This is an optimization exercise on Yosys and OpenROAD, whose aim is small area, a short achievable clock period and few clock cycles, not a production implementation. RTL that was checked went through simulation tests only; none was proved equivalent to the original. Only the layout flow was run in runs 3 to 7; the RTL was not checked for function there. Power is estimated from default activity; no workload was simulated.

--- flow/config.mk ---
export PLATFORM = sky130hd
export DESIGN_NAME = Main
export DESIGN_NICKNAME = Main
export VERILOG_FILES = /design/flow/design.v
export SDC_FILE = /design/flow/constraint.sdc
export NUM_CORES = 4
export LEC_CHECK = 0
export CAP_MARGIN = 20
export CORE_MARGIN = 2
export CORE_UTILIZATION = 40
export CTS_BUF_LIST = sky130_fd_sc_hd__clkbuf_4 sky130_fd_sc_hd__clkbuf_8
export SETUP_SLACK_MARGIN = 4.5
export SLEW_MARGIN = 20
--- flow/constraint.sdc ---
create_clock -name core_clock -period 7.0 [get_ports {clk}]
set_input_delay 1.4000 -clock core_clock [delete_from_list [all_inputs] [get_ports {clk}]]
set_output_delay 1.4000 -clock core_clock [all_outputs]
set_load 0.01 [all_outputs]
--- flow/design.v ---
`timescale 1ns / 1ps
module Main(
    input clk,
    input rst,
    input ld_en,
    input [4:0] ld_addr,
    input [13:0] ld_data,
    output reg [13:0] Outp,
    output reg out_valid,
    output reg halted
    );
    reg [13:0] prog [1:15];
    reg [13:0] data [0:15];
    reg [13:0] ir;
    reg [3:0]  pc;       
    reg [3:0]  fidx;     
    reg        fin;      
    reg        pend;     
    reg        pv;       
    reg        xv;       
    reg [3:0]  xd;
    reg [13:0] xa, xb;
    reg        xc;
    wire [1:0] op = ir[13:12];
    wire [3:0] fa = ir[11:8];
    wire [3:0] fb = ir[7:4];
    wire [3:0] fc = ir[3:0];
    wire active = !rst && !fin;
    wire is_out = (op == 2'b11);
    wire is_mov = (op == 2'b10);
    wire is_sub = (op == 2'b01);
    wire last   = (pc == 4'd15);
    reg [13:0] xres;
    reg [13:0] pg_g, pg_p, ng, np;
    integer k, d;
    always @(*) begin
        pg_g = xa & xb;
        pg_p = xa ^ xb;
        pg_g[0] = pg_g[0] | (pg_p[0] & xc);
        ng = pg_g;
        np = pg_p;
        for (d = 1; d < 14; d = d * 2) begin
            for (k = 13; k >= d; k = k - 1) begin
                ng[k] = ng[k] | (np[k] & ng[k - d]);
                np[k] = np[k] & np[k - d];
            end
        end
        xres = pg_p ^ {ng[12:0], xc};
    end
    integer i;
    reg [13:0] ma, mb, mf;
    always @(*) begin
        ma = 14'd0;
        mb = 14'd0;
        mf = 14'd0;
        for (i = 0; i < 16; i = i + 1) begin
            ma = ma | (data[i] & {14{fa == i}});
            mb = mb | (data[i] & {14{fb == i}});
        end
        for (i = 1; i < 16; i = i + 1)
            mf = mf | (prog[i] & {14{fidx == i}});
    end
    wire [13:0] ra = (xv && xd == fa) ? xres : ma;
    wire [13:0] rb = (xv && xd == fb) ? xres : mb;
    always @(posedge clk) begin
        for (i = 1; i < 16; i = i + 1)
            if (pv && xd == i)
                prog[i] <= xa;
    end
    always @(posedge clk) begin
        for (i = 0; i < 16; i = i + 1)
            if (xv && xd == i)
                data[i] <= xres;
    end
    always @(posedge clk) begin
        if (rst) begin
            if (ld_en && ld_addr == 5'd0)
                ir <= ld_data;
        end else if (!fin)
            ir <= (pv && xd == 4'd1) ? xa : mf;
    end
    always @(posedge clk) begin
        if (rst) begin
            pc <= 4'd0;
            fidx <= 4'd1;
            fin <= 1'b0;
            pend <= 1'b0;
            halted <= 1'b0;
            xv <= ld_en && ld_addr[4];
            pv <= ld_en && !ld_addr[4];
            out_valid <= 1'b0;
            Outp <= 14'd0;
        end else begin
            xv <= active && !is_out;
            pv <= 1'b0;
            out_valid <= active && is_out;
            pend <= active && last && is_out;
            if (pend || (active && last && !is_out))
                halted <= 1'b1;
            if (active) begin
                pc <= pc + 4'd1;
                fidx <= fidx + 4'd1;
                if (last)
                    fin <= 1'b1;
                if (is_out)
                    Outp <= ra;
            end
        end
    end
    wire pass = is_mov || rst;
    wire neg  = is_sub && !rst;
    always @(posedge clk) begin
        xd <= rst ? ld_addr[3:0] : (is_mov ? fb : fc);
        xa <= rst ? ld_data : ra;
        xb <= (rb & {14{~pass}}) ^ {14{neg}};
        xc <= neg;
    end
endmodule
--- flow/flow/run.sh ---
#!/bin/bash
# The standard layout, with plain buffers on the ports (the platform's default
# picks a delay cell) and sizing not held to each cell's footprint.
set -euo pipefail
bash standard.sh \
  BUFFER_PORTS_ARGS="-buffer_cell sky130_fd_sc_hd__buf_4" \
  MATCH_CELL_FOOTPRINT=0 \
  finish > standard_flow.log 2>&1
--- flow/standard.sh ---
#!/bin/bash
# synth_recipe.tcl (not shown) runs the flow's synth.tcl, then flattens the netlist and writes it again
# the make line also repeats each setting of config.mk as NAME=value (left out here)
make -C /OpenROAD-flow-scripts/flow DESIGN_CONFIG=/design/flow/config.mk WORK_HOME=/design/flow/orfs CLKGATE_MAP_FILE= SYNTH_SCRIPT=/design/flow/synth_recipe.tcl "${@:-finish}"
==> results.cfg, run 1 <==
[status]
run_status = no timing/DRC/antenna violations

[final_layout]
num_antenna_cells = 0
final_core_util_pct = 47.9
flow.area_growth_from_synthesis_pct = 18.9
nets = 1888
drive_gt1_share_pct = 26.6
fin_area_um2 = 27500

[placed_design]
place.detailed.hpwl_um = 48400
place_congestion = 0.939
placed_area_um2 = 24300
buffer_ports.inserted = 37

[power_and_ir_drop]
internal_power_uw = 5890
seq_power_share_pct = 45.1
leakage_uw = 0.00921
netSwitchingFraction_pct = 31.4
power.share.clock_pct = 29.6
switching_power_uw = 2700
vdd_ir_drop_max_uv = 150
power.density_cell_area_nw_per_um2 = 313
combPwrFrac_pct = 25.3

[global_routing]
global_route.overflow_total = 0
grt_start_max_net_pins = 82
grt_pass1_wl_um = 117000
grt_antenna_before_repair = 0
grt.total_usage_pct = 27.0
grt_pass1_vias = 16600

[drt]
dr_total_vias = 17600
detail_route.wirelength_um = 83300
drcViolationCount = 0
wl_per_cell_um = 31.1
route.antenna.remaining_nets = 0
drt_first_pass_iters = 7
detail_route.vias_per_cell = 6.59
dr.first_iter.drc_count = 2535

[clock_tree]
cts_max_level = 3
tritoncts = done
worst_setup_hold_path_clk_slew_ps = 60
cts_hold_buf = 0
clk_latency_ps = 700
cts-buffers-inserted = 81
clock_sink_count = 509
max-clock-path-buffers = 3
cts.root.buffer_cell = sky130_fd_sc_hd__clkbuf_8

[synth]
synth_most_common_cell = sky130_fd_sc_hd__edfxtp_1
syn_nets = 1778
synth_top_cell_by_area = sky130_fd_sc_hd__edfxtp_1
total_standard_cell_area_after_synthesis_um2 = 23100
syn-mean-instance-area_um2 = 13.3
most_common_flop_cell_mapped_by_yosys = sky130_fd_sc_hd__edfxtp_1
netlist-cell-type-count = 83
post_synth_inst_count = 1737
synth.area.top_cells = sky130_fd_sc_hd__edfxtp_1, sky130_fd_sc_hd__dfxtp_1, sky130_fd_sc_hd__mux2_2
share_of_the_synthesized_area_in_the_top_cell_type_pct = 58.2
synthMuxAreaShare_pct = 7.03
synth_compound_gate_area_share_pct = 15.5
synth_fa_ha_area_share_pct = 1.09
post_synth_and_or_nand_nor_area_fraction_pct = 9.27
ys_seq_area_share_pct = 63.5
synth.top_cells.by_count = sky130_fd_sc_hd__edfxtp_1, sky130_fd_sc_hd__nor2_1, sky130_fd_sc_hd__nand2_1, sky130_fd_sc_hd__o21ai_0
postSynthRegisterBits = 509
synth_top_family_by_area = compound AO/OA/AOI/OAI gates
synth_enable_flop_cells = 448
share_of_synthesized_registers_carrying_an_async_set_or_reset_pct = 0
yosys_warnings = 3
post_synth_xor_area_fraction_pct = 0.720

[timing]
timing.clock.skew_ps = 53.3
layout_worst_path_cycle_share_pct = 38.6
final_hold_viol_count = 0
unrepaired_setup_endpoints_after_global_routing = true
timing.final.max_slew_violations = 0
setup-tns-final_ps = 0
max_freq_mhz = 370
setup_viol = 0
whs_ps = 474
slew_margin_rel_pct = 23.3
worst_pin_slew_ps = 1150
timing.final.crit_period_ps = 2700

[floorplanning]
die_width_um = 244
core_region_area_um2 = 57400
initial_cell_density_of_the_core_pct = 40.3
die_height_um = 244
die_area_um2 = 59700
fp-row-count = 88
pin_count = 38

[critical_path]
cp.required_ps = 7530
crit_path_end_kind = register
cp_max_fo = 17
worstPathArrival_ps = 3230
crit_type = reg2reg
timing.critical_path.from_type = register

[job]
maxCapViolations = 0

[hold_path]
hold_path_class = reg2reg
## worst max-delay path, stage by stage, from the launching register on
cell and delay [ps]:
sky130_fd_sc_hd__dfxtp_2 440, sky130_fd_sc_hd__ha_2 310, sky130_fd_sc_hd__a2111o_1 470, sky130_fd_sc_hd__or2_1 300, sky130_fd_sc_hd__o211a_4 170, sky130_fd_sc_hd__a311o_2 400
sky130_fd_sc_hd__buf_6 150, sky130_fd_sc_hd__o31ai_4 190, sky130_fd_sc_hd__o21ai_1 90
## worst paths after layout
kind	from	endpoint	slack, ps	depth (start not counted)
max	xa[5]$_DFF_P_	Outp[13]$_SDFFE_PP0P_	4300	8
min	pend$_SDFF_PP0_	halted$_SDFFE_PP0P_	470	2
max reg2reg	xa[5]$_DFF_P_	Outp[13]$_SDFFE_PP0P_	4300	8
min reg2reg	pend$_SDFF_PP0_	halted$_SDFFE_PP0P_	470	2
## metal layers
metal / wire length (um) / GRT usage (%) / up-vias / part of all wire [%]
li1: - / - / 7198 / -
met1: 33200 / 37.8 / 8746 / 40
met2: 35500 / 39.1 / 1411 / 43
met3: 10500 / 6.82 / 273 / 13
met4: 4050 / 12.9 / 4 / 4.9
met5: 81 / 0.490 / - / 0.097
## metrics by stage
stage / setup WS (ps) / power [uW] / instances
3_3_place_gp: 3360 / 5470 / 2465
4_1_cts: 4240 / 8300 / 2650
2_1_floorplan: 4460 / 4860 / 1737
3_5_place_dp: 3380 / 5500 / 2465
5_1_grt: 4250 / 8820 / 2675
6_report: 4300 / 8590 / 2675
## power by group through the flow
stage	Combinational (uW)	Sequential [uW]	Clock, uW
after floorplan	1000	3860	0
after global placement	1530	3940	0
after detailed placement	1550	3940	0
after CTS	1860	3870	2570
after global routing	2240	3880	2700
final	2170	3870	2550
## kinds of logic (layout without fill, tap and decap cells)
| logic type | after synthesis | after routing |
|---|---|---|
| xor+xnor | 19 | 19 |
| flops | 509 | 509 |
| simple gates | 420 | 422 |
| compound gates | 478 | 478 |
| mux | 134 | 134 |
| buf+inv | 158 | 329 |
| fa+ha+maj | 19 | 19 |
## repair_timing
| action | 4_1_cts | 5_1_grt |
|---|---|---|
| pin swaps | 18 | 15 |
| cloned | 6 | 5 |
| endpoints found under the hold margin | 0 | 0 |
| setup buffers | 33 | 20 |
| gates resized for setup | 190 | 63 |
| endpoints found under the setup margin | 230 | 199 |
## state kept, by name (all words and copies together) (netlist names)
| name | flops |
|---|---|
| fidx | 4 |
| pend | 1 |
| xa | 14 |
| out_valid | 1 |
| xc | 1 |
| pv | 1 |
| Outp | 14 |
| fin | 1 |
| ir | 14 |
| prog | 210 |
| halted | 1 |
| xb | 14 |
| xv | 1 |
| pc | 4 |
| data | 224 |
| xd | 4 |
## final cells by class
type	instances	area, um^2
Timing Repair Buffer	155	1700
Tap cell	765	957
Clock inverter	32	173
Inverter	27	120
Fill cell	5036	29900
Clock buffer	114	1410
Timing Repair inverter	1	5.00
Sequential cell	509	14800
Multi-Input combinational cell	1072	8350
## layout by cell type (no fill, tap or decap), types with 20 or more instances in the layout
cell type                  synthesis  final
sky130_fd_sc_hd__a21oi_1          47     41
sky130_fd_sc_hd__a221oi_1         32     32
sky130_fd_sc_hd__a22o_1           34     34
sky130_fd_sc_hd__a22oi_1          57     57
sky130_fd_sc_hd__a32oi_1          42     42
sky130_fd_sc_hd__buf_4             5     91
sky130_fd_sc_hd__buf_6             0     34
sky130_fd_sc_hd__clkbuf_4          0     25
sky130_fd_sc_hd__clkbuf_8          0     89
sky130_fd_sc_hd__dfxtp_1          61     25
sky130_fd_sc_hd__edfxtp_1        448    448
sky130_fd_sc_hd__inv_1            24     21
sky130_fd_sc_hd__mux2_2           56     56
sky130_fd_sc_hd__mux2i_1          61     59
sky130_fd_sc_hd__nand2_1         100     99
sky130_fd_sc_hd__nand3_1          42     40
sky130_fd_sc_hd__nand3b_1         24     24
sky130_fd_sc_hd__nor2_1          105     87
sky130_fd_sc_hd__nor2b_1          36     20
sky130_fd_sc_hd__o21ai_0          63     57
Testbench counts, summed over its fixed seeds: cycles 57,899.
==> inputs of run 2 (changes only) <==
--- a/flow/config.mk
+++ b/flow/config.mk
@@ -9,5 +9,4 @@
 export CORE_MARGIN = 2
 export CORE_UTILIZATION = 40
-export CTS_BUF_LIST = sky130_fd_sc_hd__clkbuf_4 sky130_fd_sc_hd__clkbuf_8
 export SETUP_SLACK_MARGIN = 4.5
 export SLEW_MARGIN = 20
==> run 2 against run 1 <==
Sequential cell count unchanged. Register-to-register slack about the same. Die area unchanged. Global-route usage down 0.38 points.
==> results.cfg, run 2 <==
[drt]
route.antenna.remaining_nets = 0
wl_per_cell_um = 31.4
detail_route.wirelength_um = 82300
drt_first_pass_iters = 6
detail_route.vias_per_cell = 6.60
drcViolationCount = 0
dr.first_iter.drc_count = 2680
dr_total_vias = 17300

[global_routing]
grt.total_usage_pct = 26.6
global_route.overflow_total = 0
grt_pass1_wl_um = 116000
grt_pass1_vias = 16300
grt_antenna_before_repair = 1
grt_start_max_net_pins = 82

[critical_path]
timing.critical_path.from_type = register
critPathSlowestCell = sky130_fd_sc_hd__fa_2
worst_path_largest_cell_delay_ps = 440
crit_type = reg2reg
cp_max_fo = 8
cp.required_ps = 7340
crit_path_end_kind = register
worstPathArrival_ps = 3040
worstPathCellList = fa_2 > a211o_1 > a211o_4 > o211a_4 > a311o_2 > or2_4

[final_layout]
top_regs = data x224, prog x210
num_antenna_cells = 0
n_fill_cell = 4926
most_frequent_standard_cell_in_the_layout_excluding_fill_and_tap_cells = sky130_fd_sc_hd__edfxtp_1
flow.area_growth_from_synthesis_pct = 19.6
top_register = data
nets = 1855
layout_common_cells = sky130_fd_sc_hd__edfxtp_1, sky130_fd_sc_hd__buf_4, sky130_fd_sc_hd__nand2_1
largest_register_ffs = 224
drive_gt1_share_pct = 24.8

[timing]
timing.final.max_slew_violations = 0
setup-tns-final_ps = 0
setup_viol = 0
timing.final.crit_period_ps = 2690
worst_pin_slew_ps = 1110
layout_worst_path_cycle_share_pct = 38.5
final_hold_viol_count = 0
timing.clock.skew_ps = 42.0
max_freq_mhz = 371
unrepaired_setup_endpoints_after_global_routing = true
slew_margin_rel_pct = 26.0

[synth]
yosys_warnings = 3
total_standard_cell_area_after_synthesis_um2 = 23100
syn_nets = 1778
syn-mean-instance-area_um2 = 13.3
synth_enable_flop_cells = 448
postSynthRegisterBits = 509
synth.area.top_cells = sky130_fd_sc_hd__edfxtp_1, sky130_fd_sc_hd__dfxtp_1, sky130_fd_sc_hd__mux2_2
share_of_the_synthesized_area_in_the_top_cell_type_pct = 58.2
most_common_flop_cell_mapped_by_yosys = sky130_fd_sc_hd__edfxtp_1
synth.top_cells.by_count = sky130_fd_sc_hd__edfxtp_1, sky130_fd_sc_hd__nor2_1, sky130_fd_sc_hd__nand2_1, sky130_fd_sc_hd__o21ai_0
synth_top_cell_by_area = sky130_fd_sc_hd__edfxtp_1
synth_most_common_cell = sky130_fd_sc_hd__edfxtp_1
share_of_synthesized_registers_carrying_an_async_set_or_reset_pct = 0
ys_seq_area_share_pct = 63.5
post_synth_inst_count = 1737
netlist-cell-type-count = 83

[floorplanning]
initial_cell_density_of_the_core_pct = 40.3
pin_count = 38
fp-row-count = 88
die_area_um2 = 59700
die_height_um = 244
core_region_area_um2 = 57400
die_width_um = 244

[clock_tree]
clk_latency_ps = 620
cts.root.buffer_cell = sky130_fd_sc_hd__clkbuf_16
max-clock-path-buffers = 3
tritoncts = done
cts_max_level = 2
cts-buffers-inserted = 51
cts_hold_buf = 0
clock_sink_count = 509
worst_setup_hold_path_clk_slew_ps = 60

[job]
maxCapViolations = 0

[power_and_ir_drop]
fin_total_pwr_uw = 8870
vdd_ir_drop_max_uv = 192
power.density_cell_area_nw_per_um2 = 321
leakage_uw = 0.00917

[placed_design]
buffer_ports.inserted = 37
place.detailed.hpwl_um = 48400
place_congestion = 0.939

[status]
run_status = no timing/DRC/antenna violations

[hold_path]
hold_path_class = reg2reg
run 2: worst max-delay path: cells and delay by family, from the launching register on:
family / cells / cell delay [ps]
compound gates: 4 / 1340
fa+ha+maj: 1 / 440
flops: 1 / 320
simple gates: 1 / 320
run 2: per-stage QoR:
step	std cells	hold WS, ps	worst slack [ps]	utilization (%)	area (um^2)
2_1_floorplan	1737	446	4460	-	23200
3_3_place_gp	2465	462	3360	42.4	24300
3_5_place_dp	2465	480	3380	42.4	24300
4_1_cts	2595	487	4220	47.2	27000
5_1_grt	2621	505	4280	48.2	27700
6_report	2621	487	4310	48.2	27700
run 2: metal layers:
metal	global-route usage (%)	up-vias	routed length [um]
met5	0	-	13
met4	11.5	2	3810
met3	6.78	252	10700
met2	38.7	1347	35200
met1	37.7	8588	32600
li1	-	7116	-
run 2: cell families (layout without fill, tap and decap cells):
family          after synthesis  after routing  share of synthesized area [%]
compound gates              478            478                           15.5
xor+xnor                     19             19                          0.720
fa+ha+maj                    19             19                           1.09
buf+inv                     158            275                           2.92
flops                       509            509                           63.5
mux                         134            134                           7.03
simple gates                420            422                           9.27
run 2: repair_timing:
| action | 4_1_cts | 5_1_grt |
|---|---|---|
| resized for setup | 193 | 82 |
| buffers inserted | 30 | 22 |
| gates cloned | 5 | 4 |
| endpoints found under the hold margin | 0 | 0 |
| pin swaps | 27 | 17 |
| setup endpoints to repair | 211 | 190 |
run 2: path summary, 6_finish.rpt:
kind,slack (ps),startpoint,end,cells past startpoint
worst min register to register,490,pend$_SDFF_PP0_,halted$_SDFFE_PP0P_,2
worst min-delay path,490,pend$_SDFF_PP0_,halted$_SDFFE_PP0P_,2
worst max register to register,4310,xc$_DFF_P_,data[6][13]$_DFFE_PP_,6
worst max-delay path,4310,xc$_DFF_P_,data[6][13]$_DFFE_PP_,6
run 2: power by group:
| part | internal, uW | switching [uW] |
|---|---|---|
| logic | 789 | 1330 |
| registers | 3720 | 149 |
| clock network | 1690 | 1190 |
| total | 6200 | 2670 |
run 2: layout make-up:
cell class	instances	area, um^2	area share (%)
clock inverter	32	389	1.41
multi-input combinational	1072	8450	30.6
clock buffer	63	1340	4.86
timing repair buffer	152	1620	5.84
timing repair inverter	1	5.00	0.0181
sequential	509	14800	53.4
inverter	27	124	0.448
tap	765	957	3.46
==> inputs of run 3 (changes only) <==
--- a/flow/design.v
+++ b/flow/design.v
@@ -20,6 +20,5 @@
     reg        xv;       
     reg [3:0]  xd;
-    reg [13:0] xa, xb;
-    reg        xc;
+    reg [13:0] xg, xt, xq;   
     wire [1:0] op = ir[13:12];
     wire [3:0] fa = ir[11:8];
@@ -32,19 +31,16 @@
     wire last   = (pc == 4'd15);
     reg [13:0] xres;
-    reg [13:0] pg_g, pg_p, ng, np;
+    reg [13:0] ng, nt;
     integer k, d;
     always @(*) begin
-        pg_g = xa & xb;
-        pg_p = xa ^ xb;
-        pg_g[0] = pg_g[0] | (pg_p[0] & xc);
-        ng = pg_g;
-        np = pg_p;
+        ng = xg;
+        nt = xt;
         for (d = 1; d < 14; d = d * 2) begin
             for (k = 13; k >= d; k = k - 1) begin
-                ng[k] = ng[k] | (np[k] & ng[k - d]);
-                np[k] = np[k] & np[k - d];
+                ng[k] = ng[k] | (nt[k] & ng[k - d]);
+                nt[k] = nt[k] & nt[k - d];
             end
         end
-        xres = pg_p ^ {ng[12:0], xc};
+        xres = xq ^ {ng[12:0], 1'b0};
     end
     integer i;
@@ -66,5 +62,5 @@
         for (i = 1; i < 16; i = i + 1)
             if (pv && xd == i)
-                prog[i] <= xa;
+                prog[i] <= xq;
     end
     always @(posedge clk) begin
@@ -78,5 +74,5 @@
                 ir <= ld_data;
         end else if (!fin)
-            ir <= (pv && xd == 4'd1) ? xa : mf;
+            ir <= (pv && xd == 4'd1) ? xq : mf;
     end
     always @(posedge clk) begin
@@ -110,9 +106,12 @@
     wire pass = is_mov || rst;
     wire neg  = is_sub && !rst;
+    wire [13:0] sa = rst ? ld_data : ra;
+    wire [13:0] oa = sa ^ {14{neg}};
+    wire [13:0] ob = rb & {14{~pass}};
     always @(posedge clk) begin
         xd <= rst ? ld_addr[3:0] : (is_mov ? fb : fc);
-        xa <= rst ? ld_data : ra;
-        xb <= (rb & {14{~pass}}) ^ {14{neg}};
-        xc <= neg;
+        xg <= oa & ob;
+        xt <= oa | ob;
+        xq <= sa ^ ob;
     end
 endmodule
==> run 3 against run 2 <==
Hold slack got worse by 24 ps. Synthesized area increased by 1.6%. Clock power about the same. Total power increased by 7.0%. Clock skew increased by 3.6 ps. Combinational power increased by 11%. Highest routed layer unchanged. First-iteration DRC count increased by 33%. Critical endpoint is now xg[1]$_DFF_P_. Global-route usage increased by 2.5 points. Cell count increased by 6.0%. Wire length increased by 14%. Via count increased by 10%.
==> results.cfg, run 3 <==
[timing]
timing.final.crit_period_ps = 2770
slew_margin_rel_pct = 27.2
final_hold_viol_count = 0
whs_ps = 463
timing.clock.skew_ps = 45.6
unrepaired_setup_endpoints_after_global_routing = true
setup-tns-final_ps = 0
setup_viol = 0
worst_pin_slew_ps = 1090
layout_worst_path_cycle_share_pct = 39.5
timing.final.max_slew_violations = 0
max_freq_mhz = 361
final.setup.worst_slack_ps = 4230

[power_and_ir_drop]
fin_total_pwr_uw = 9490
combPwrFrac_pct = 24.7
switching_power_uw = 3070
vdd_ir_drop_max_uv = 274
internal_power_uw = 6430
seq_power_share_pct = 44.7
leakage_uw = 0.0100
netSwitchingFraction_pct = 32.3
power.share.clock_pct = 30.5
power.density_cell_area_nw_per_um2 = 325

[final_layout]
final_cell_count_no_fill = 2777
layout_common_cells = sky130_fd_sc_hd__edfxtp_1, sky130_fd_sc_hd__buf_4, sky130_fd_sc_hd__nand2_1
nets = 1992
largest_register_ffs = 224
most_frequent_standard_cell_in_the_layout_excluding_fill_and_tap_cells = sky130_fd_sc_hd__edfxtp_1
top_regs = data x224, prog x210
n_fill_cell = 4916
top_register = data
flow.area_growth_from_synthesis_pct = 24.4
drive_gt1_share_pct = 28.6

[synth]
syn_nets = 1830
most_common_flop_cell_mapped_by_yosys = sky130_fd_sc_hd__edfxtp_1
postSynthRegisterBits = 519
synth_top_cell_by_area = sky130_fd_sc_hd__edfxtp_1
yosys_warnings = 3
post_synth_inst_count = 1803
synthMuxAreaShare_pct = 4.04
total_standard_cell_area_after_synthesis_um2 = 23500
share_of_the_synthesized_area_in_the_top_cell_type_pct = 57.3
synth_compound_gate_area_share_pct = 17.3
synth_fa_ha_area_share_pct = 0.266
synth_most_common_cell = sky130_fd_sc_hd__edfxtp_1
netlist-cell-type-count = 90
syn-mean-instance-area_um2 = 13.0
ys_seq_area_share_pct = 63.3
share_of_synthesized_registers_carrying_an_async_set_or_reset_pct = 0
synth.area.top_cells = sky130_fd_sc_hd__edfxtp_1, sky130_fd_sc_hd__dfxtp_1, sky130_fd_sc_hd__a22oi_1
synth.top_cells.by_count = sky130_fd_sc_hd__edfxtp_1, sky130_fd_sc_hd__nor2_1, sky130_fd_sc_hd__nand2_1, sky130_fd_sc_hd__a22oi_1, sky130_fd_sc_hd__dfxtp_1
post_synth_and_or_nand_nor_area_fraction_pct = 9.85
synth_top_family_by_area = compound AO/OA/AOI/OAI gates
post_synth_xor_area_fraction_pct = 1.72
synth_enable_flop_cells = 448

[drt]
wl_per_cell_um = 33.6
drcViolationCount = 0
detail_route.wirelength_um = 93400
drt_first_pass_iters = 10
dr.first_iter.drc_count = 3557
detail_route.vias_per_cell = 6.87
route.antenna.remaining_nets = 0
dr_total_vias = 19100

[clock_tree]
tritoncts = done
max-clock-path-buffers = 3
cts_max_level = 2
clk_latency_ps = 650
worst_setup_hold_path_clk_slew_ps = 70
cts_hold_buf = 0
clock_sink_count = 519
cts.root.buffer_cell = sky130_fd_sc_hd__clkbuf_16
cts-buffers-inserted = 54

[placed_design]
placed_cells_incl_taps = 2539
buffer_ports.inserted = 37
place.detailed.hpwl_um = 54700
pre_cts_slack_ps = 3180
place_congestion = 1.01

[floorplanning]
pin_count = 38
die_width_um = 246
fp-row-count = 88
initial_cell_density_of_the_core_pct = 40.6
core_region_area_um2 = 57900
die_area_um2 = 60700
die_height_um = 246

[critical_path]
crit_path_end_kind = register
timing.critical_path.from_type = register
path_delay_family = compound AO/OA/AOI/OAI gates
critical_path.n_buffers_inverters = 3
worst_path_largest_cell_delay_ps = 440
cp.required_ps = 7520
worstPathCellList = buf_12 > buf_12 > clkbuf_16 > and4b_1 > o21ai_0 > o221ai_2 > nor3_4 > a21oi_4 > xnor2_2 > a211oi_1
crit_type = reg2reg
worstPathArrival_ps = 3290
timing.critical_path.mode_cell = sky130_fd_sc_hd__buf_12
cp_max_fo = 11
critPathSlowestCell = sky130_fd_sc_hd__edfxtp_1

[status]
run_status = no timing/DRC/antenna violations

[global_routing]
grt_antenna_before_repair = 0
global_route.overflow_total = 0
grt_pass1_vias = 17400
grt.total_usage_pct = 29.2
grt_start_max_net_pins = 66
grt_pass1_wl_um = 127000

[job]
maxCapViolations = 0

[hold_path]
hold_path_class = reg2reg
## run 3: cell count changes after synthesis, moves of 17 or more
cell / change
sky130_fd_sc_hd__a21oi_1: +18
sky130_fd_sc_hd__a22oi_1: +18
sky130_fd_sc_hd__buf_6: +19
sky130_fd_sc_hd__mux2_2: -25
sky130_fd_sc_hd__mux2i_1: -17
sky130_fd_sc_hd__nand3b_1: -20
sky130_fd_sc_hd__xnor2_1: +20
## run 3: cells by family after synthesis
group                    after synthesis
flip-flops                           519
AND/OR/NAND/NOR                      450
XOR/XNOR                              46
buffers and inverters                160
adder cells (fa/ha/maj)                5
AO/OA/AOI/OAI                        537
multiplexers                          86
## run 3: worst paths after layout
check	start	end	slack, ps	depth (start not counted)
setup / recovery	ir[10]$_DFFE_PP_	xg[1]$_DFF_P_	4230	10
hold / removal	Outp[5]$_SDFFE_PP0P_	Outp[5]$_SDFFE_PP0P_	460	2
setup reg to reg	ir[10]$_DFFE_PP_	xg[1]$_DFF_P_	4230	10
hold reg to reg	Outp[5]$_SDFFE_PP0P_	Outp[5]$_SDFFE_PP0P_	460	2
## run 3: repair_timing
| action | in CTS | in global routing |
|---|---|---|
| cloned | 15 | 8 |
| gates resized for setup | 220 | 138 |
| pin swaps | 25 | 64 |
| setup buffers | 61 | 51 |
| setup endpoints to repair | 115 | 69 |
## run 3: routing by layer
| metal | vias to the layer above | track usage (%) | part of all wire (%) |
|---|---|---|---|
| li1 | 7557 | - | - |
| met4 | 4 | 12.0 | 6.0 |
| met5 | - | 0.490 | 0.13 |
| met2 | 1692 | 42.8 | 41 |
| met1 | 9350 | 38.2 | 37 |
| met3 | 468 | 11.8 | 15 |
## run 3: stage by stage
stage	util (%)	area, um^2
floorplan	-	23600
global placement	42.5	24600
detailed placement	42.6	24600
CTS	48.5	28100
global route	50.4	29200
finish	50.4	29200
## run 3: layout make-up
type	count	area [um^2]	share of cell area [%]
flip-flops and latches	519	14900	51.0
multi-input cells	1127	8870	30.4
repair buffers	239	2580	8.84
clock buffers	82	1520	5.21
well taps	765	957	3.28
clock inverters	20	238	0.814
inverters	23	121	0.415
repair inverters	1	5.00	0.0171
diodes	1	2.50	0.00857
## run 3: power groups by stage
stage / registers [uW] / logic [uW] / clock network (uW)
final: 4250 / 2350 / 2900
after global routing: 4260 / 2370 / 3040
after CTS: 4220 / 1970 / 2910
after detailed placement: 4290 / 1680 / 0
after global placement: 4280 / 1660 / 0
after floorplan: 4140 / 1020 / 0
## run 3: worst reg2reg max path, stage by stage (launching register included)
cell	delay, ps
sky130_fd_sc_hd__edfxtp_1	440
sky130_fd_sc_hd__buf_12	190
sky130_fd_sc_hd__buf_12	140
sky130_fd_sc_hd__clkbuf_16	180
sky130_fd_sc_hd__and4b_1	190
sky130_fd_sc_hd__o21ai_0	340
sky130_fd_sc_hd__o221ai_2	210
sky130_fd_sc_hd__nor3_4	390
sky130_fd_sc_hd__a21oi_4	130
sky130_fd_sc_hd__xnor2_2	170
sky130_fd_sc_hd__a211oi_1	300
==> inputs of run 4 (changes only) <==
--- a/flow/config.mk
+++ b/flow/config.mk
@@ -9,4 +9,4 @@
 export CORE_MARGIN = 2
 export CORE_UTILIZATION = 40
-export SETUP_SLACK_MARGIN = 4.5
+export SETUP_SLACK_MARGIN = 4.8
 export SLEW_MARGIN = 20
==> run 4 against run 3 <==
Worst setup slack better by 100 ps. Clock-buffer cell count decreased by 18. Critical path depth is 1 lower. Sequential power about the same. Critical endpoint is now xt[1]$_DFF_P_. Still clean. Via count up 4.0%. Clock skew is 10 ps lower. Die area stayed put.
==> results.cfg, run 4 <==
[job]
maxCapViolations = 0

[synth]
ys_seq_area_share_pct = 63.3
synth.area.top_cells = sky130_fd_sc_hd__edfxtp_1, sky130_fd_sc_hd__dfxtp_1, sky130_fd_sc_hd__a22oi_1
syn_nets = 1830
synth_top_cell_by_area = sky130_fd_sc_hd__edfxtp_1
synth_most_common_cell = sky130_fd_sc_hd__edfxtp_1
share_of_the_synthesized_area_in_the_top_cell_type_pct = 57.3
synth_enable_flop_cells = 448
share_of_synthesized_registers_carrying_an_async_set_or_reset_pct = 0
post_synth_inst_count = 1803
postSynthRegisterBits = 519
netlist-cell-type-count = 90
synth.top_cells.by_count = sky130_fd_sc_hd__edfxtp_1, sky130_fd_sc_hd__nor2_1, sky130_fd_sc_hd__nand2_1, sky130_fd_sc_hd__a22oi_1, sky130_fd_sc_hd__dfxtp_1
total_standard_cell_area_after_synthesis_um2 = 23500
most_common_flop_cell_mapped_by_yosys = sky130_fd_sc_hd__edfxtp_1
yosys_warnings = 3
syn-mean-instance-area_um2 = 13.0

[clock_tree]
cts-buffers-inserted = 55
cts.root.buffer_cell = sky130_fd_sc_hd__clkbuf_16
max-clock-path-buffers = 3
clk_latency_ps = 640
cts_max_level = 2
tritoncts = done
worst_setup_hold_path_clk_slew_ps = 60
clock_sink_count = 519

[status]
run_status = no timing/DRC/antenna violations

[hold_path]
hold_path_class = reg2reg
timing.hold.worst_path_depth = 2
holdCritStartpoint = Outp[3]$_SDFFE_PP0P_
holdPathEnd = Outp[3]$_SDFFE_PP0P_

[final_layout]
fin_area_um2 = 31500
nets = 2106
largest_register_ffs = 224
final_core_util_pct = 54.5
num_antenna_cells = 0
layout_common_cells = sky130_fd_sc_hd__edfxtp_1, sky130_fd_sc_hd__buf_4, sky130_fd_sc_hd__nand2_1
flow.area_growth_from_synthesis_pct = 34.3
final_cell_count_no_fill = 2891
top_register = data
most_frequent_standard_cell_in_the_layout_excluding_fill_and_tap_cells = sky130_fd_sc_hd__edfxtp_1
top_regs = data x224, prog x210
drive_gt1_share_pct = 37.7

[critical_path]
timing.critical_path.from_type = register
worstPathArrival_ps = 3160
cp_max_fo = 6
critical_path.reg2reg.startpoint = ir[5]$_DFFE_PP_
setup.reg_to_reg.worst_slack_ps = 4330
worst_r2r_path_depth = 9
cp.required_ps = 7500
crit-reg2reg-capture = xt[1]$_DFF_P_
crit_type = reg2reg
crit_path_end_kind = register

[drt]
dr.first_iter.drc_count = 3400
drt_first_pass_iters = 10
route.antenna.remaining_nets = 0
detail_route.vias_per_cell = 6.86
wl_per_cell_um = 34.9
drcViolationCount = 0
detail_route.wirelength_um = 101000
dr_total_vias = 19800

[floorplanning]
initial_cell_density_of_the_core_pct = 40.6
die_area_um2 = 60700
die_width_um = 246
fp-row-count = 88
pin_count = 38
die_height_um = 246
core_region_area_um2 = 57900

[timing]
setup_viol = 0
unrepaired_setup_endpoints_after_global_routing = true
layout_worst_path_cycle_share_pct = 38.1
timing.final.crit_period_ps = 2670
final_hold_viol_count = 0
whs_ps = 476
setup-tns-final_ps = 0
timing.clock.skew_ps = 35.3
max_freq_mhz = 375
worst_pin_slew_ps = 1110
slew_margin_rel_pct = 26.0
timing.final.max_slew_violations = 0

[placed_design]
placed_cells_incl_taps = 2537
place_congestion = 1.02
place.detailed.hpwl_um = 55700
placed_area_um2 = 24800
buffer_ports.inserted = 37

[global_routing]
grt_antenna_before_repair = 0
grt_pass1_wl_um = 133000
grt_pass1_vias = 18000
grt_start_max_net_pins = 47
global_route.overflow_total = 0
grt.total_usage_pct = 31.0

[power_and_ir_drop]
leakage_uw = 0.0110
power.density_cell_area_nw_per_um2 = 326
vdd_ir_drop_max_uv = 241
==> run 4: cell types whose count changed in the layout (fill, tap and decap cells not counted), sizes merged, moves of 2 or more <==
cell,delta
bufinv,+7
clkinv,+13
clkbuf,-11
clkinvlp,-2
buf,+104
==> run 4: logic make-up (layout without fill, tap and decap cells) <==
family	count (synthesis)	count (layout)	synth area share, %
AO/OA/AOI/OAI	537	538	17.3
flip-flops	519	519	63.3
AND/OR/NAND/NOR	450	452	9.85
buffers and inverters	160	477	3.48
multiplexers	86	86	4.04
XOR/XNOR	46	49	1.72
adder cells (fa/ha/maj)	5	5	0.266
==> run 4: cell type report <==
type                       count  area [um^2]
fill                        4637        26400
sequential                   519        14900
multi-input combinational   1130         9660
timing repair buffer         350         3920
clock buffer                  64         1410
tap                          765          957
clock inverter                40          537
inverter                      23          134
==> run 4: per-layer routing <==
layer  part of all wire, %  vias to the layer above  global-route usage, %  routed length (um)
li1                      -                     7770                      -                   -
met1                    36                     9733                   40.8               36400
met2                    41                     1804                   44.5               41000
met3                    16                      527                   12.3               16400
met4                   6.9                        2                   14.8                7000
met5                 0.026                        -                      0                  26
==> run 4: worst max path at each step <==
stage	from	cells past startpoint	end	slack (ps)
after floorplan	rst	5	ir[0]$_DFFE_PP_	4440
after global placement	rst	5	ir[4]$_DFFE_PP_	3400
after detailed placement	ir[8]$_DFFE_PP_	8	xq[0]$_DFF_P_	3350
after CTS	ir[9]$_DFFE_PP_	8	xq[10]$_DFF_P_	4470
after global routing	ir[11]$_DFFE_PP_	11	xt[3]$_DFF_P_	4250
final	ir[5]$_DFFE_PP_	9	xt[1]$_DFF_P_	4330
==> run 4: power by group <==
part / leakage, uW / switching (uW) / internal [uW]
logic: 0.00541 / 1730 / 1110
registers: 0.00466 / 322 / 3940
clock network: 0.000955 / 1300 / 1860
total: 0.0110 / 3350 / 6910
==> run 4: repair_timing <==
item / in CTS / in global routing
gates resized for setup: 334 / 222
pin swaps: 62 / 131
hold buffers: 0 / 0
setup endpoints to repair: 195 / 130
buffers inserted: 92 / 119
cloned: 23 / 16
==> run 4: stage by stage <==
stage,power [uW],worst slack [ps]
floorplan,5190,4440
global placement,5970,3400
detailed placement,6000,3350
CTS,9630,4470
global route,10400,4250
finish,10300,4330
==> run 4: worst max-delay path, cell delays in order, from the launching register on <==
cell and delay (ps):
sky130_fd_sc_hd__edfxtp_1 470, sky130_fd_sc_hd__buf_12 200, sky130_fd_sc_hd__nor2b_4 150, sky130_fd_sc_hd__buf_6 130
sky130_fd_sc_hd__a22oi_2 180, sky130_fd_sc_hd__o21ai_1 90, sky130_fd_sc_hd__a222oi_1 490, sky130_fd_sc_hd__nand3_1 310
sky130_fd_sc_hd__o211ai_1 320, sky130_fd_sc_hd__o211ai_1 160
==> inputs of run 5 (changes only) <==
==> flow/flow/run.sh (replaced) <==
#!/bin/bash
# The standard layout, with plain buffers on the ports (the platform's default
# picks a delay cell), sizing not held to each cell's footprint, and a clock
# tree without dummy balancing loads.
set -euo pipefail
bash standard.sh \
  BUFFER_PORTS_ARGS="-buffer_cell sky130_fd_sc_hd__buf_4" \
  MATCH_CELL_FOOTPRINT=0 \
  CTS_ARGS="-sink_clustering_enable -repair_clock_nets -dont_use_dummy_load" \
  finish > standard_flow.log 2>&1
--- a/flow/config.mk
+++ b/flow/config.mk
@@ -9,4 +9,4 @@
 export CORE_MARGIN = 2
 export CORE_UTILIZATION = 40
-export SETUP_SLACK_MARGIN = 4.8
+export SETUP_SLACK_MARGIN = 4.5
 export SLEW_MARGIN = 20
==> run 5 against run 4 <==
Combinational power down 18%. Core utilization down 4.6 points. Synthesized cell count unchanged. Cell count down 5.5%. Critical endpoint is now xt[3]$_DFF_P_. Wire length down 7.8%. First-iteration DRC count about the same. Sequential share of layout area up 4.3 points. Total power down 12%.
==> results.cfg, run 5 <==
[final_layout]
flow.area_growth_from_synthesis_pct = 22.9
nets = 1996
drive_gt1_share_pct = 28.5
most_frequent_standard_cell_in_the_layout_excluding_fill_and_tap_cells = sky130_fd_sc_hd__edfxtp_1
top_register = data
largest_register_ffs = 224
num_antenna_cells = 0
top_regs = data x224, prog x210
layout_common_cells = sky130_fd_sc_hd__edfxtp_1, sky130_fd_sc_hd__buf_4, sky130_fd_sc_hd__nand2_1
final_cell_count_no_fill = 2732

[hold_path]
hold_path_class = reg2reg
timing.hold.worst_path_depth = 2

[drt]
wl_per_cell_um = 34.0
route.antenna.remaining_nets = 0
detail_route.wirelength_um = 92900
dr_total_vias = 19000
drt_first_pass_iters = 17
drcViolationCount = 0
detail_route.vias_per_cell = 6.96
dr.first_iter.drc_count = 3397

[critical_path]
crit_type = reg2reg
critPathSlowestCell = sky130_fd_sc_hd__o21ai_0
worst_r2r_path_depth = 9
timing.critical_path.mode_cell = sky130_fd_sc_hd__buf_12
cp.required_ps = 7520
worst_path_largest_cell_delay_ps = 760
worstPathArrival_ps = 3230
timing.critical_path.from_type = register
worstPathCellList = buf_12 > buf_12 > clkbuf_16 > nor2b_1 > buf_4 > a32o_1 > o21ai_0 > a21oi_4 > a211o_1
crit_path_end_kind = register
cp_max_fo = 8

[synth]
most_common_flop_cell_mapped_by_yosys = sky130_fd_sc_hd__edfxtp_1
synth_enable_flop_cells = 448
synth_top_cell_by_area = sky130_fd_sc_hd__edfxtp_1
yosys_warnings = 3
share_of_the_synthesized_area_in_the_top_cell_type_pct = 57.3
synth.top_cells.by_count = sky130_fd_sc_hd__edfxtp_1, sky130_fd_sc_hd__nor2_1, sky130_fd_sc_hd__nand2_1, sky130_fd_sc_hd__a22oi_1, sky130_fd_sc_hd__dfxtp_1
postSynthRegisterBits = 519
synth.area.top_cells = sky130_fd_sc_hd__edfxtp_1, sky130_fd_sc_hd__dfxtp_1, sky130_fd_sc_hd__a22oi_1
syn-mean-instance-area_um2 = 13.0
synth_most_common_cell = sky130_fd_sc_hd__edfxtp_1
syn_nets = 1830
ys_seq_area_share_pct = 63.3
share_of_synthesized_registers_carrying_an_async_set_or_reset_pct = 0
post_synth_inst_count = 1803
total_standard_cell_area_after_synthesis_um2 = 23500
netlist-cell-type-count = 90

[floorplanning]
pin_count = 38
die_area_um2 = 60700
die_width_um = 246
fp-row-count = 88
die_height_um = 246
initial_cell_density_of_the_core_pct = 40.6
core_region_area_um2 = 57900

[power_and_ir_drop]
combPwrFrac_pct = 25.9
fin_total_pwr_uw = 9030
vdd_ir_drop_max_uv = 269
power.density_cell_area_nw_per_um2 = 313
netSwitchingFraction_pct = 32.3
seq_power_share_pct = 47.0
leakage_uw = 0.00987
internal_power_uw = 6110
power.share.clock_pct = 27.2
switching_power_uw = 2920

[clock_tree]
cts-buffers-inserted = 54
clk_latency_ps = 630
cts_hold_buf = 0
cts.root.buffer_cell = sky130_fd_sc_hd__clkbuf_16
worst_setup_hold_path_clk_slew_ps = 60
clock_sink_count = 519
max-clock-path-buffers = 3
cts_max_level = 2
tritoncts = done

[global_routing]
grt_pass1_wl_um = 125000
grt.total_usage_pct = 28.7
grt_antenna_before_repair = 1
grt_start_max_net_pins = 66
global_route.overflow_total = 0
grt_pass1_vias = 17200

[timing]
max_freq_mhz = 369
slew_margin_rel_pct = 25.0
worst_pin_slew_ps = 1120
timing.final.crit_period_ps = 2710
layout_worst_path_cycle_share_pct = 38.8
timing.clock.skew_ps = 79.4
final_hold_viol_count = 0
setup_viol = 0
final.setup.worst_slack_ps = 4290
whs_ps = 463
unrepaired_setup_endpoints_after_global_routing = true
setup-tns-final_ps = 0
timing.final.max_slew_violations = 0

[placed_design]
placed_cells_incl_taps = 2539
place.detailed.hpwl_um = 54700
buffer_ports.inserted = 37
pre_cts_slack_ps = 3180
place_congestion = 1.01

[job]
maxCapViolations = 0

[status]
run_status = no timing/DRC/antenna violations
-- run 5: cell types whose count changed in the layout (fill, tap and decap cells not counted), moves of 12 or more --
cell / change
sky130_fd_sc_hd__buf_6: -46
sky130_fd_sc_hd__nand3_1: +13
sky130_fd_sc_hd__nand3_2: -12
sky130_fd_sc_hd__buf_12: -24
sky130_fd_sc_hd__o21ai_1: -13
sky130_fd_sc_hd__buf_4: -35
sky130_fd_sc_hd__a21oi_2: -12
sky130_fd_sc_hd__clkinv_2: -13
sky130_fd_sc_hd__o21ai_0: +18
sky130_fd_sc_hd__dfxtp_2: -12
sky130_fd_sc_hd__dfxtp_1: +15
-- run 5: what timing repair did --
action / CTS / global route
resized for setup: 209 / 149
pin swaps: 27 / 70
buffers inserted: 56 / 60
gates cloned: 10 / 13
endpoints found under the setup margin: 112 / 62
-- run 5: final cells by class --
| class | count | area, um^2 |
|---|---|---|
| multi-input cells | 1126 | 8920 |
| fillers | 4952 | 29000 |
| flip-flops and latches | 519 | 14900 |
| inverters | 23 | 121 |
| well taps | 765 | 957 |
| repair inverters | 1 | 5.00 |
| clock buffers | 54 | 1350 |
| repair buffers | 244 | 2620 |
-- run 5: routing by layer --
metal	wire length, um	vias up	GRT usage (%)
li1	-	7506	-
met1	34300	9265	38.0
met2	38500	1746	42.4
met3	14500	485	10.9
met4	5650	0	11.7
met5	0	-	0
-- run 5: final timing paths --
check	slack, ps	end	from
max reg2reg	4290	xt[3]$_DFF_P_	ir[5]$_DFFE_PP_
min	460	Outp[5]$_SDFFE_PP0P_	Outp[5]$_SDFFE_PP0P_
max	4290	xt[3]$_DFF_P_	ir[5]$_DFFE_PP_
min reg2reg	460	Outp[5]$_SDFFE_PP0P_	Outp[5]$_SDFFE_PP0P_
-- run 5: per-stage QoR --
step / util (%) / cell area [um^2]
after global routing: 49.8 / 28900
after global placement: 42.5 / 24600
after detailed placement: 42.6 / 24600
after CTS: 47.4 / 27500
after floorplan: - / 23600
final: 49.8 / 28900
-- run 5: logic make-up after synthesis --
family	synth area share, %
compound gates	17.3
xor+xnor	1.72
fa+ha+maj	0.266
buf+inv	3.48
flops	63.3
mux	4.04
simple gates	9.85
-- run 5: worst max-delay path: cells and delay by family (launching register included) --
| family | cells | cell delay, ps |
|---|---|---|
| buffers and inverters | 4 | 630 |
| AOI/OAI and AO/OA | 4 | 1520 |
| DFF | 1 | 370 |
| and+or+nand+nor | 1 | 70 |
-- run 5: power groups by stage --
stage	logic (uW)	clock network (uW)	registers, uW
after floorplan	1020	0	4140
after global placement	1660	0	4280
after detailed placement	1680	0	4290
after CTS	1940	2460	4230
after global routing	2370	2580	4260
final	2330	2450	4240
==> inputs of run 6 (changes only) <==
--- a/flow/design.v
+++ b/flow/design.v
@@ -20,5 +20,6 @@
     reg        xv;       
     reg [3:0]  xd;
-    reg [13:0] xg, xt, xq;   
+    reg [13:0] xa, xb;
+    reg        xc;
     wire [1:0] op = ir[13:12];
     wire [3:0] fa = ir[11:8];
@@ -31,30 +32,44 @@
     wire last   = (pc == 4'd15);
     reg [13:0] xres;
-    reg [13:0] ng, nt;
+    reg [13:0] pg_g, pg_p, ng, np;
     integer k, d;
     always @(*) begin
-        ng = xg;
-        nt = xt;
+        pg_g = xa & xb;
+        pg_p = xa ^ xb;
+        pg_g[0] = pg_g[0] | (pg_p[0] & xc);
+        ng = pg_g;
+        np = pg_p;
         for (d = 1; d < 14; d = d * 2) begin
             for (k = 13; k >= d; k = k - 1) begin
-                ng[k] = ng[k] | (nt[k] & ng[k - d]);
-                nt[k] = nt[k] & nt[k - d];
+                ng[k] = ng[k] | (np[k] & ng[k - d]);
+                np[k] = np[k] & np[k - d];
             end
         end
-        xres = xq ^ {ng[12:0], 1'b0};
+        xres = pg_p ^ {ng[12:0], xc};
     end
+    function [13:0] rd16;
+        input [223:0] w;
+        input [3:0] s;
+        reg [13:0] q0, q1, q2, q3;
+        begin
+            q0 = s[1] ? (s[0] ? w[3*14 +: 14]  : w[2*14 +: 14])  : (s[0] ? w[1*14 +: 14]  : w[0*14 +: 14]);
+            q1 = s[1] ? (s[0] ? w[7*14 +: 14]  : w[6*14 +: 14])  : (s[0] ? w[5*14 +: 14]  : w[4*14 +: 14]);
+            q2 = s[1] ? (s[0] ? w[11*14 +: 14] : w[10*14 +: 14]) : (s[0] ? w[9*14 +: 14]  : w[8*14 +: 14]);
+            q3 = s[1] ? (s[0] ? w[15*14 +: 14] : w[14*14 +: 14]) : (s[0] ? w[13*14 +: 14] : w[12*14 +: 14]);
+            rd16 = s[3] ? (s[2] ? q3 : q2) : (s[2] ? q1 : q0);
+        end
+    endfunction
     integer i;
-    reg [13:0] ma, mb, mf;
+    reg [223:0] dflat, pflat;
     always @(*) begin
-        ma = 14'd0;
-        mb = 14'd0;
-        mf = 14'd0;
-        for (i = 0; i < 16; i = i + 1) begin
-            ma = ma | (data[i] & {14{fa == i}});
-            mb = mb | (data[i] & {14{fb == i}});
-        end
+        for (i = 0; i < 16; i = i + 1)
+            dflat[i*14 +: 14] = data[i];
+        pflat[13:0] = 14'd0;
         for (i = 1; i < 16; i = i + 1)
-            mf = mf | (prog[i] & {14{fidx == i}});
+            pflat[i*14 +: 14] = prog[i];
     end
+    wire [13:0] ma = rd16(dflat, fa);
+    wire [13:0] mb = rd16(dflat, fb);
+    wire [13:0] mf = rd16(pflat, fidx);
     wire [13:0] ra = (xv && xd == fa) ? xres : ma;
     wire [13:0] rb = (xv && xd == fb) ? xres : mb;
@@ -62,5 +77,5 @@
         for (i = 1; i < 16; i = i + 1)
             if (pv && xd == i)
-                prog[i] <= xq;
+                prog[i] <= xa;
     end
     always @(posedge clk) begin
@@ -74,5 +89,5 @@
                 ir <= ld_data;
         end else if (!fin)
-            ir <= (pv && xd == 4'd1) ? xq : mf;
+            ir <= (pv && xd == 4'd1) ? xa : mf;
     end
     always @(posedge clk) begin
@@ -106,12 +121,9 @@
     wire pass = is_mov || rst;
     wire neg  = is_sub && !rst;
-    wire [13:0] sa = rst ? ld_data : ra;
-    wire [13:0] oa = sa ^ {14{neg}};
-    wire [13:0] ob = rb & {14{~pass}};
     always @(posedge clk) begin
         xd <= rst ? ld_addr[3:0] : (is_mov ? fb : fc);
-        xg <= oa & ob;
-        xt <= oa | ob;
-        xq <= sa ^ ob;
+        xa <= rst ? ld_data : ra;
+        xb <= (rb & {14{~pass}}) ^ {14{neg}};
+        xc <= neg;
     end
 endmodule
==> flow/flow/run.sh (replaced) <==
#!/bin/bash
# The standard layout, with plain buffers on the ports (the platform's default
# picks a delay cell) and sizing not held to each cell's footprint.
set -euo pipefail
bash standard.sh \
  BUFFER_PORTS_ARGS="-buffer_cell sky130_fd_sc_hd__buf_4" \
  MATCH_CELL_FOOTPRINT=0 \
  finish > standard_flow.log 2>&1
==> run 6 against run 5 <==
Sequential power shrank 8.7%. Critical path depth rose by 1. Total power is 8.3% lower. Largest power group unchanged. Critical path type unchanged. Largest cell class unchanged. Critical endpoint is now xb[10]$_DFF_P_. First-iteration DRC count down 61%. Sequential cell count shrank 10. Highest routed layer unchanged.
==> results.cfg, run 6 <==
[status]
run_status = no timing/DRC/antenna violations

[critical_path]
worstPathCellList = fa_2 > inv_2 > fa_2 > nor2b_4 > o31a_1 > o311a_4 > or4_4 > and3_4 > or3_1 > o2111ai_1
timing.critical_path.from_type = register
worstPathArrival_ps = 3350
critPathSlowestCell = sky130_fd_sc_hd__or4_4
path_delay_family = simple AND/OR/NAND/NOR gates
cp_max_fo = 4
crit_path_end_kind = register
timing.critical_path.mode_cell = sky130_fd_sc_hd__fa_2
critical_path.reg2reg.startpoint = xa[0]$_DFF_P_
crit_type = reg2reg
worst_path_largest_cell_delay_ps = 410
worstSetupStartpoint = xa[0]$_DFF_P_
critical_path.n_buffers_inverters = 1
cp.required_ps = 7530

[synth]
share_of_synthesized_registers_carrying_an_async_set_or_reset_pct = 0
share_of_the_synthesized_area_in_the_top_cell_type_pct = 60.0
postSynthRegisterBits = 509
synth.area.top_cells = sky130_fd_sc_hd__edfxtp_1, sky130_fd_sc_hd__mux4_2, sky130_fd_sc_hd__dfxtp_1
most_common_flop_cell_mapped_by_yosys = sky130_fd_sc_hd__edfxtp_1
total_standard_cell_area_after_synthesis_um2 = 22400
synth_enable_flop_cells = 448
post_synth_inst_count = 1246
synth_most_common_cell = sky130_fd_sc_hd__edfxtp_1
syn_nets = 1284
syn-mean-instance-area_um2 = 18.0
ys_seq_area_share_pct = 65.5
netlist-cell-type-count = 63
synth.top_cells.by_count = sky130_fd_sc_hd__edfxtp_1, sky130_fd_sc_hd__mux4_2, sky130_fd_sc_hd__nand2_1, sky130_fd_sc_hd__dfxtp_1, sky130_fd_sc_hd__nor2_1
synth_top_cell_by_area = sky130_fd_sc_hd__edfxtp_1
yosys_warnings = 3

[power_and_ir_drop]
fin_total_pwr_uw = 8280
power.density_cell_area_nw_per_um2 = 312
leakage_uw = 0.00885
vdd_ir_drop_max_uv = 182

[clock_tree]
cts.root.buffer_cell = sky130_fd_sc_hd__clkbuf_16
tritoncts = done
worst_setup_hold_path_clk_slew_ps = 60
max-clock-path-buffers = 3
cts-buffers-inserted = 51
cts_max_level = 2
clk_latency_ps = 610
clock_sink_count = 509

[global_routing]
grt.met3_usage_pct = 3.79
use_met2_pct = 32.8
grt_pass1_vias = 12500
grt_start_max_net_pins = 86
global_route.overflow_total = 0
grt.total_usage_pct = 20.6
globalRouteMet1Util_pct = 29.0
grt_pass1_wl_um = 85500
grt.busiest_layer = met2
grt_antenna_before_repair = 0

[drt]
drcViolationCount = 0
detail_route.wirelength_um = 59500
wl_per_cell_um = 27.8
route.antenna.remaining_nets = 0
detail_route.vias_per_cell = 5.91
dr.first_iter.drc_count = 1312
dr_total_vias = 12600
drt_first_pass_iters = 5

[placed_design]
place_congestion = 0.870
placed_area_um2 = 23800
place.detailed.hpwl_um = 34000
buffer_ports.inserted = 37
pre_cts_slack_ps = 3540

[timing]
final_hold_viol_count = 0
slew_margin_rel_pct = 32.7
timing.clock.skew_ps = 29.1
timing.final.crit_period_ps = 2830
max_freq_mhz = 354
final.setup.worst_slack_ps = 4170
timing.final.max_slew_violations = 0
unrepaired_setup_endpoints_after_global_routing = true
setup_viol = 0
setup-tns-final_ps = 0
worst_pin_slew_ps = 1010
layout_worst_path_cycle_share_pct = 40.4

[final_layout]
top_register = data
most_frequent_standard_cell_in_the_layout_excluding_fill_and_tap_cells = sky130_fd_sc_hd__edfxtp_1
layout_common_cells = sky130_fd_sc_hd__edfxtp_1, sky130_fd_sc_hd__mux4_2, sky130_fd_sc_hd__buf_4
largest_register_ffs = 224
fin_area_um2 = 26500
drive_gt1_share_pct = 38.2
nets = 1385
num_antenna_cells = 0
flow.area_growth_from_synthesis_pct = 18.3
top_regs = data x224, prog x210

[floorplanning]
initial_cell_density_of_the_core_pct = 40.6
die_height_um = 241
core_region_area_um2 = 55200
die_width_um = 241
pin_count = 38
fp-row-count = 86
die_area_um2 = 57900

[hold_path]
holdCritStartpoint = pend$_SDFF_PP0_
hold_path_class = reg2reg

[job]
maxCapViolations = 0
==> run 6: layout make-up <==
type | instances | area (um^2)
clock buffer | 62 | 1360
fill | 4559 | 28700
timing repair buffer | 132 | 1340
clock inverter | 33 | 378
multi-input combinational | 642 | 7690
tap | 748 | 936
inverter | 11 | 48.8
sequential | 509 | 14800
==> run 6: logic make-up (layout without fill, tap and decap cells) <==
family	after synthesis	count (layout)	share of synthesized area [%]
buffers and inverters	95	238	1.81
and+or+nand+nor	214	214	4.74
DFF	509	509	65.5
adders and majority gates	16	16	0.960
AOI/OAI and AO/OA	136	136	4.08
muxes	254	254	22.1
xor gates and xnor gates	22	22	0.860
==> run 6: timing repair <==
item / 4_1_cts / 5_1_grt
endpoints found under the setup margin: 212 / 102
hold buffers: 0 / 0
gates cloned: 4 / 4
pin swaps: 16 / 7
buffers inserted: 32 / 8
gates resized for setup: 103 / 29
==> run 6: worst paths after layout <==
kind,end,slack (ps),depth (start not counted)
max,xb[10]$_DFF_P_,4170,10
min,halted$_SDFFE_PP0P_,470,2
max reg2reg,xb[10]$_DFF_P_,4170,10
min reg2reg,halted$_SDFFE_PP0P_,470,2
==> run 6: stage by stage <==
stage	instances	hold WS, ps	util [%]
final	2137	475	48.0
after global routing	2137	498	48.0
after CTS	2125	475	47.5
after detailed placement	1994	464	43.0
after global placement	1993	454	43.0
after floorplan	1246	446	-
==> run 6: routing by layer <==
layer	wire, um	up-vias
li1	-	5307
met3	4550	85
met5	0	-
met1	25200	6716
met2	28200	528
met4	1550	0
==> run 6: tightest hold or removal path: cells and delay by family, from the launching register on <==
kind	cells	cell delay, ps
simple gates	1	30
flops	1	310
compound gates	1	100
==> run 6: power by group <==
group	total (uW)	switching [uW]	leakage [uW]	internal [uW]
sequential	3870	147	0.00457	3720
combinational	1580	870	0.00344	713
clock	2830	1150	0.000841	1680
==> inputs of run 7 (changes only) <==
==> flow/flow/run.sh (replaced) <==
#!/bin/bash
# The standard layout, with plain buffers on the ports (the platform's default
# picks a delay cell), sizing not held to each cell's footprint, and a clock
# tree without dummy balancing loads.
set -euo pipefail
bash standard.sh \
  BUFFER_PORTS_ARGS="-buffer_cell sky130_fd_sc_hd__buf_4" \
  MATCH_CELL_FOOTPRINT=0 \
  CTS_ARGS="-sink_clustering_enable -repair_clock_nets -dont_use_dummy_load -sink_clustering_size 24 -sink_clustering_max_diameter 90" \
  finish > standard_flow.log 2>&1
==> run 7 against run 6 <==
Global-route usage down 0.48 points. Cell count down 2.7%. Design area down 3.4%. Critical endpoint is now xa[8]$_DFF_P_. Largest power group unchanged.
==> results.cfg, run 7 <==
[status]
run_status = no timing/DRC/antenna violations

[critical_path]
worst_path_largest_cell_delay_ps = 400
timing.critical_path.from_type = register
path_delay_family = adder cells
cp.required_ps = 7450
critical_path.n_buffers_inverters = 2
worstPathArrival_ps = 3280
cp_max_fo = 3
setup.reg_to_reg.worst_slack_ps = 4170
worstPathCellList = fa_2 > inv_2 > fa_2 > nor2b_4 > o31a_1 > o311a_4 > buf_4 > nor3_4 > nor2_4 > mux2_4 > mux2_2
crit_type = reg2reg
critPathSlowestCell = sky130_fd_sc_hd__fa_2
timing.critical_path.mode_cell = sky130_fd_sc_hd__fa_2
crit_path_end_kind = register

[floorplanning]
pin_count = 38
die_area_um2 = 57900
die_height_um = 241
fp-row-count = 86
core_region_area_um2 = 55200
initial_cell_density_of_the_core_pct = 40.6
die_width_um = 241

[timing]
layout_worst_path_cycle_share_pct = 40.4
slew_margin_rel_pct = 31.9
final_hold_viol_count = 0
timing.clock.skew_ps = 47.9
worst_pin_slew_ps = 1020
whs_ps = 477
setup-tns-final_ps = 0
unrepaired_setup_endpoints_after_global_routing = true
timing.final.max_slew_violations = 0
setup_viol = 0
timing.final.crit_period_ps = 2830
max_freq_mhz = 354

[synth]
most_common_flop_cell_mapped_by_yosys = sky130_fd_sc_hd__edfxtp_1
syn-mean-instance-area_um2 = 18.0
synth_enable_flop_cells = 448
synth_top_cell_by_area = sky130_fd_sc_hd__edfxtp_1
share_of_the_synthesized_area_in_the_top_cell_type_pct = 60.0
total_standard_cell_area_after_synthesis_um2 = 22400
ys_seq_area_share_pct = 65.5
yosys_warnings = 3
netlist-cell-type-count = 63
synth.top_cells.by_count = sky130_fd_sc_hd__edfxtp_1, sky130_fd_sc_hd__mux4_2, sky130_fd_sc_hd__nand2_1, sky130_fd_sc_hd__dfxtp_1, sky130_fd_sc_hd__nor2_1
syn_nets = 1284
post_synth_inst_count = 1246
postSynthRegisterBits = 509
synth_most_common_cell = sky130_fd_sc_hd__edfxtp_1
synth.area.top_cells = sky130_fd_sc_hd__edfxtp_1, sky130_fd_sc_hd__mux4_2, sky130_fd_sc_hd__dfxtp_1
share_of_synthesized_registers_carrying_an_async_set_or_reset_pct = 0

[drt]
detail_route.wirelength_um = 58200
detail_route.vias_per_cell = 6.00
dr.first_iter.drc_count = 1294
route.antenna.remaining_nets = 0
drcViolationCount = 0
wl_per_cell_um = 28.0
dr_total_vias = 12500
drt_first_pass_iters = 5

[final_layout]
final_core_util_pct = 46.4
flow.area_growth_from_synthesis_pct = 14.2
layout_common_cells = sky130_fd_sc_hd__edfxtp_1, sky130_fd_sc_hd__mux4_2, sky130_fd_sc_hd__buf_4
largest_register_ffs = 224
most_frequent_standard_cell_in_the_layout_excluding_fill_and_tap_cells = sky130_fd_sc_hd__edfxtp_1
num_antenna_cells = 0
nets = 1371
top_register = data
drive_gt1_share_pct = 37.2
n_fill_cell = 4621
top_regs = data x224, prog x210
multi_input_comb_area_um2 = 7730
register_area_um2 = 14800

[power_and_ir_drop]
leakage_uw = 0.00842
seq_power_share_pct = 54.3
power.density_cell_area_nw_per_um2 = 277
switching_power_uw = 1940
fin_total_pwr_uw = 7100
combPwrFrac_pct = 23.7
internal_power_uw = 5160
power.share.clock_pct = 22.0
netSwitchingFraction_pct = 27.3
vdd_ir_drop_max_uv = 188

[global_routing]
grt_pass1_wl_um = 83900
global_route.overflow_total = 0
grt_antenna_before_repair = 0
grt.total_usage_pct = 20.1
grt_pass1_vias = 12200
grt_start_max_net_pins = 86

[clock_tree]
tritoncts = done
cts.root.buffer_cell = sky130_fd_sc_hd__clkbuf_16
clk_latency_ps = 600
worst_setup_hold_path_clk_slew_ps = 80
max-clock-path-buffers = 3
cts-buffers-inserted = 26
clock_sink_count = 509
cts_max_level = 1

[job]
maxCapViolations = 0

[placed_design]
place_congestion = 0.870
place.detailed.hpwl_um = 34000
buffer_ports.inserted = 37

[hold_path]
hold_path_class = reg2reg
[run 7: layout make-up]
class,instances,share of cell area [%]
clock buffer,26,2.54
inverter,11,0.176
timing repair buffer,143,5.79
multi-input combinational,642,30.2
tap,748,3.66
sequential,509,57.6
[run 7: per-layer routing]
layer  part of all wire, %  GRT usage [%]
met1                    42           28.5
met2                    48           32.8
met3                   7.6           3.17
met4                   2.2           4.76
met5                     0              0
[run 7: worst reg2reg max path, stage by stage (launching register included)]
cell and delay [ps]:
sky130_fd_sc_hd__dfxtp_4 370, sky130_fd_sc_hd__fa_2 400, sky130_fd_sc_hd__inv_2 60, sky130_fd_sc_hd__fa_2 230
sky130_fd_sc_hd__nor2b_4 50, sky130_fd_sc_hd__o31a_1 280, sky130_fd_sc_hd__o311a_4 330, sky130_fd_sc_hd__buf_4 140
sky130_fd_sc_hd__nor3_4 240, sky130_fd_sc_hd__nor2_4 80, sky130_fd_sc_hd__mux2_4 270, sky130_fd_sc_hd__mux2_2 250
[run 7: worst paths after layout]
check	start	to	cells after the start
max	xa[0]$_DFF_P_	xa[8]$_DFF_P_	11
min	pend$_SDFF_PP0_	halted$_SDFFE_PP0P_	2
max reg2reg	xa[0]$_DFF_P_	xa[8]$_DFF_P_	11
min reg2reg	pend$_SDFF_PP0_	halted$_SDFFE_PP0P_	2
[run 7: cells by family (layout without fill, tap and decap cells)]
family	count (synthesis)	in the layout	share of synthesized area, %
AND/OR/NAND/NOR	214	214	4.74
flip-flops	509	509	65.5
multiplexers	254	254	22.1
AO/OA/AOI/OAI	136	136	4.08
buffers and inverters	95	180	1.81
adder cells (fa/ha/maj)	16	16	0.960
XOR/XNOR	22	22	0.860
[run 7: timing repair]
| action | 4_1_cts | 5_1_grt |
|---|---|---|
| hold buffers | 0 | 0 |
| endpoints found under the setup margin | 211 | 114 |
| resized for setup | 96 | 51 |
| pin swaps | 10 | 17 |
| setup buffers | 31 | 22 |
| cloned | 4 | 2 |
[run 7: per-stage QoR]
stage	cell area (um^2)	cells	setup slack, ps
3_5_place_dp	23800	1994	3540
5_1_grt	25600	2079	4130
2_1_floorplan	22500	1246	4370
6_report	25600	2079	4170
3_3_place_gp	23800	1993	3570
4_1_cts	25200	2055	4180
[run 7: power groups by stage]
stage	clock network, uW	registers, uW	logic [uW]
finish	1560	3850	1690
CTS	1600	3850	1510
global route	1690	3870	1790
floorplan	0	3860	885
detailed placement	0	3950	1270
global placement	0	3940	1250

-- separate check: timing with driven ports --
In the flow no input, the clock included, has a driving cell. The finished layouts below were timed again as built, in two steps.
Step 1 (the two cells are an assumption about what drives the block):
set clk [get_ports {clk}]
set_driving_cell -lib_cell sky130_fd_sc_hd__clkbuf_16 $clk
set_driving_cell -lib_cell sky130_fd_sc_hd__buf_2 [delete_from_list [all_inputs] $clk]
Step 2 also shifts input and output timing later by t, the mid clock arrival at the registers, as if the neighbouring blocks saw the same clock.
Three values: no drivers, after step 1, after step 2; two values: the first two.
run	shift t [ns]	slack for setup (ns)	hold WS [ns]	slew at the worst register clock pin (ns)	worst data-port slew with drivers (ns)
run 1	0.733	4.300 / 4.300 / 3.856	0.474 / 0.474 / 0.474	0.07 / 0.07	0.05
run 2	0.666	4.305 / 4.305 / 3.987	0.487 / 0.487 / 0.487	0.07 / 0.07	0.04
run 3	0.679	4.232 / 4.232 / 3.826	0.463 / 0.463 / 0.463	0.07 / 0.07	0.06
run 4	0.685	4.335 / 4.335 / 3.873	0.476 / 0.476 / 0.476	0.07 / 0.07	0.17
run 5	0.643	4.287 / 4.287 / 3.854	0.463 / 0.463 / 0.463	0.06 / 0.06	0.07
run 6	0.655	4.172 / 4.172 / 3.926	0.475 / 0.475 / 0.475	0.07 / 0.07	0.04
run 7	0.638	4.174 / 4.174 / 3.850	0.477 / 0.477 / 0.477	0.10 / 0.10	0.04
After both steps setup and hold are still met in every run listed. For run 4, which loses most, drivers alone change the setup slack by 0.000 ns; drivers and shift together by -0.462 ns.
